This design comes from an exercise in tuning for small area and a short achievable clock period on the open sky130 flow, not from production work. In this exercise RTL edits were held to simulation tests only and were not proved equivalent to the original. Power is estimated from default activity; no workload was simulated.

// tod_core
module tod_core #(parameter TIME_WIDTH_SUB_NS=20, TIME_WIDTH_NS=32, TIME_WIDTH_SEC=48) (
    input clk,
    input rst_n,
    input set_init_time,  
    input set_offset_time,  
    input plus_offset_time,  
    input wire [TIME_WIDTH_SUB_NS-1:0] init_time_sub_ns,
    input wire [TIME_WIDTH_NS-1:0] init_time_ns,
    input wire [TIME_WIDTH_SEC-1:0] init_time_sec,
    input wire [TIME_WIDTH_SUB_NS-1:0] offset_time_sub_ns,
    input wire [TIME_WIDTH_NS-1:0] offset_time_ns,  
    input wire [TIME_WIDTH_SUB_NS-1:0] incr_time_sub_ns,
    input wire [TIME_WIDTH_NS-1:0] incr_time_ns,
    output reg [TIME_WIDTH_SUB_NS-1:0] time_sub_ns,
    output reg [TIME_WIDTH_NS-1:0] time_ns,
    output reg [TIME_WIDTH_SEC-1:0] time_sec
);
localparam W = TIME_WIDTH_SUB_NS + TIME_WIDTH_NS;    
localparam LW = TIME_WIDTH_SUB_NS + 9;                 
localparam HW = W - LW;                                
localparam [HW-1:0] KP = 23'd1953125;                  
localparam [HW-1:0] KM = -23'd1953125;
wire minus = set_offset_time & ~plus_offset_time;
  ...
==> flow/config.mk <==
export PLATFORM = sky130hd
export DESIGN_NAME = tod_core
export DESIGN_NICKNAME = tod_core
export VERILOG_FILES = /design/flow/design.v
export SDC_FILE = /design/flow/constraint.sdc
export NUM_CORES = 4
export LEC_CHECK = 0
export CAP_MARGIN = 20
export CORE_MARGIN = 2
export CORE_UTILIZATION = 55
export SLEW_MARGIN = 20
==> flow/constraint.sdc <==
create_clock -name core_clock -period 18.0 [get_ports {clk}]
set_input_delay 3.6000 -clock core_clock [delete_from_list [all_inputs] [get_ports {clk}]]
set_output_delay 3.6000 -clock core_clock [all_outputs]
set_load 0.01 [all_outputs]
standard.sh (not shown) runs the stock make flow with config.mk's settings and CLKGATE_MAP_FILE= SYNTH_SCRIPT=/design/flow/synth_recipe.tcl, a recipe that flattens the netlist after the stock synthesis.
==> flow/flow/run.sh <==
#!/bin/bash
# The standard layout (standard.sh), with three changes to how it is made:
# - synthesis maps all logic with flow/abc.script, an area-oriented ABC script (see flow/synth.tcl);
# - the port buffers use the smallest buffer cell instead of buffer_ports' default;
# - repair_timing works towards a setup slack of 10.15 ns at the design's clock period.
# - extra ORFS settings: "SYNTH_KEEP_MODULES=tod_aoi21 tod_oai21 tod_nand2 tod_nor2 tod_aoi22 tod_aoi222" (SYNTH_KEEP_MODULES keeps the one-gate blocks of
#   rtl/tod_core.v apart in synthesis, so each maps to one library gate).
# The output of every step goes to standard.log here (ORFS's own per-step logs stay in orfs/logs).
set -euo pipefail
export FLOW_ABC_SCRIPT=$PWD/flow/abc.script
bash standard.sh SYNTH_SCRIPT=$PWD/flow/synth.tcl "BUFFER_PORTS_ARGS=-buffer_cell sky130_fd_sc_hd__buf_1" SETUP_SLACK_MARGIN=10.15 "SYNTH_KEEP_MODULES=tod_aoi21 tod_oai21 tod_nand2 tod_nor2 tod_aoi22 tod_aoi222" finish > standard.log 2>&1
==> flow/flow/abc.script <==
&get -n
&st
&dch -f
&nf -a
&put
==> flow/flow/synth.tcl <==
# synth_recipe.tcl (the standard synthesis) with two changes: ABC maps with
# flow/abc.script in place of ORFS's abc_speed.script, and full and half adders
# are not extracted into fa/ha cells first (ABC maps that logic with the rest).
# Everything else, including the register names and cells, is as in the
# standard synthesis.
proc synth {args} { yosys synth -nofsm -noshare {*}$args }
proc extract_fa {args} { }
proc abc {args} {
  set i [lsearch -exact $args -script]
  if { $i >= 0 } {
    set args [lreplace $args [expr {$i + 1}] [expr {$i + 1}] $::env(FLOW_ABC_SCRIPT)]
  }
  yosys abc {*}$args
}
source $::env(SCRIPTS_DIR)/synth.tcl
# left out here: clear keep_hierarchy, flatten, clean up, hide names made inside functions, write 1_2_yosys.v
==> next run, changes <==
==> flow/flow/run.sh (replaced) <==
#!/bin/bash
# The standard layout (standard.sh), with three changes to how it is made:
# - synthesis maps all logic with flow/abc.script, an area-oriented ABC script (see flow/synth.tcl);
# - the port buffers use the smallest buffer cell instead of buffer_ports' default;
# - repair_timing works towards a setup slack of 10.25 ns at the design's clock period.
# - extra ORFS settings: "SYNTH_KEEP_MODULES=tod_aoi21 tod_oai21 tod_nand2 tod_nor2 tod_aoi22 tod_aoi222" (SYNTH_KEEP_MODULES keeps the one-gate blocks of
#   rtl/tod_core.v apart in synthesis, so each maps to one library gate).
# The output of every step goes to standard.log here (ORFS's own per-step logs stay in orfs/logs).
set -euo pipefail
export FLOW_ABC_SCRIPT=$PWD/flow/abc.script
bash standard.sh SYNTH_SCRIPT=$PWD/flow/synth.tcl "BUFFER_PORTS_ARGS=-buffer_cell sky130_fd_sc_hd__buf_1" SETUP_SLACK_MARGIN=10.25 "SYNTH_KEEP_MODULES=tod_aoi21 tod_oai21 tod_nand2 tod_nor2 tod_aoi22 tod_aoi222" finish > standard.log 2>&1
Settings changed: CORE_UTILIZATION 55 to 60.
Hold slack improves by 0.025 ns.
Register-to-register slack is better by 0.08 ns.
Worst setup slack is better by 0.15 ns.
Sequential cell count stays the same.
Global-route usage grows by 1.9 points.
Die area decreases by 8.1%.
==> next run, changes <==
Settings changed: CORE_UTILIZATION 60 to 50.
What happened: Combinational power grows by about 2%; clock-buffer cell count decreases by 1; non-clock buffer count went up by 1; sequential share of layout area drops by 0.26 points; setup slack loses 0.031 ns; hold slack loses 0.0044 ns.
==> next run, changes <==
Settings changed: CORE_UTILIZATION 50 to 55, GPL_TIMING_DRIVEN from default to 0.
Result: The changed run passed the timing, design-rule and antenna checks. Count of clock-buffer cells in the layout does not change. Final area went up by about 2.5%. Core utilization went up by 7.4 points. Routed wire length went down by about 1.2%. Clock power went down by about 4%. Via count went up by about 2.5%.
==> next run, changes <==
Settings changed: GPL_ROUTABILITY_DRIVEN from default to 0, GPL_TIMING_DRIVEN 0 to default.
=>
- The changed run passed the timing, design-rule and antenna checks
- non-clock buffer count drops by 17
- setup slack improves by 0.11 ns
- critical path depth climbs by 2
- cell count drops by 0.97%
- clock-buffer cell count climbs by 1

-- re-timing with driven ports --
In the flow no input, the clock included, has a driving cell. The finished layouts below were timed again as built, in two steps. Step 1 sets driving cells, clkbuf_16 on the clock port and buf_2 on the other inputs (assumed; they add their load-dependent delay and slew). Step 2, shift: input delay + t, output delay - t, t = (earliest + latest rising clock arrival at the registers) / 2. This alone moves slack from input paths to output paths. Slacks: no drivers / after step 1 / after step 2; pairs: no drivers / after step 1.
run	t (ns)	slack for setup (ns)	worst hold slack (ns)	clock arrival spread, ns	worst slew at a driven data input, ns
the first run	0.413	10.385 / 10.353 / 9.940	0.609 / 0.609 / 0.609	0.015 / 0.015	0.08
the second run	0.402	10.534 / 10.534 / 10.136	0.633 / 0.633 / 0.633	0.015 / 0.014	0.08
the third run	0.408	10.503 / 10.513 / 10.104	0.629 / 0.629 / 0.629	0.013 / 0.013	0.09
the fourth run	0.414	10.383 / 10.382 / 9.968	0.643 / 0.643 / 0.643	0.026 / 0.026	0.08
the fifth run	0.405	10.492 / 10.511 / 10.106	0.654 / 0.654 / 0.654	0.010 / 0.010	0.09
After both steps setup and hold are still met in every run listed. For the first run, which loses most, drivers alone change the setup slack by -0.032 ns; drivers and shift together by -0.445 ns.
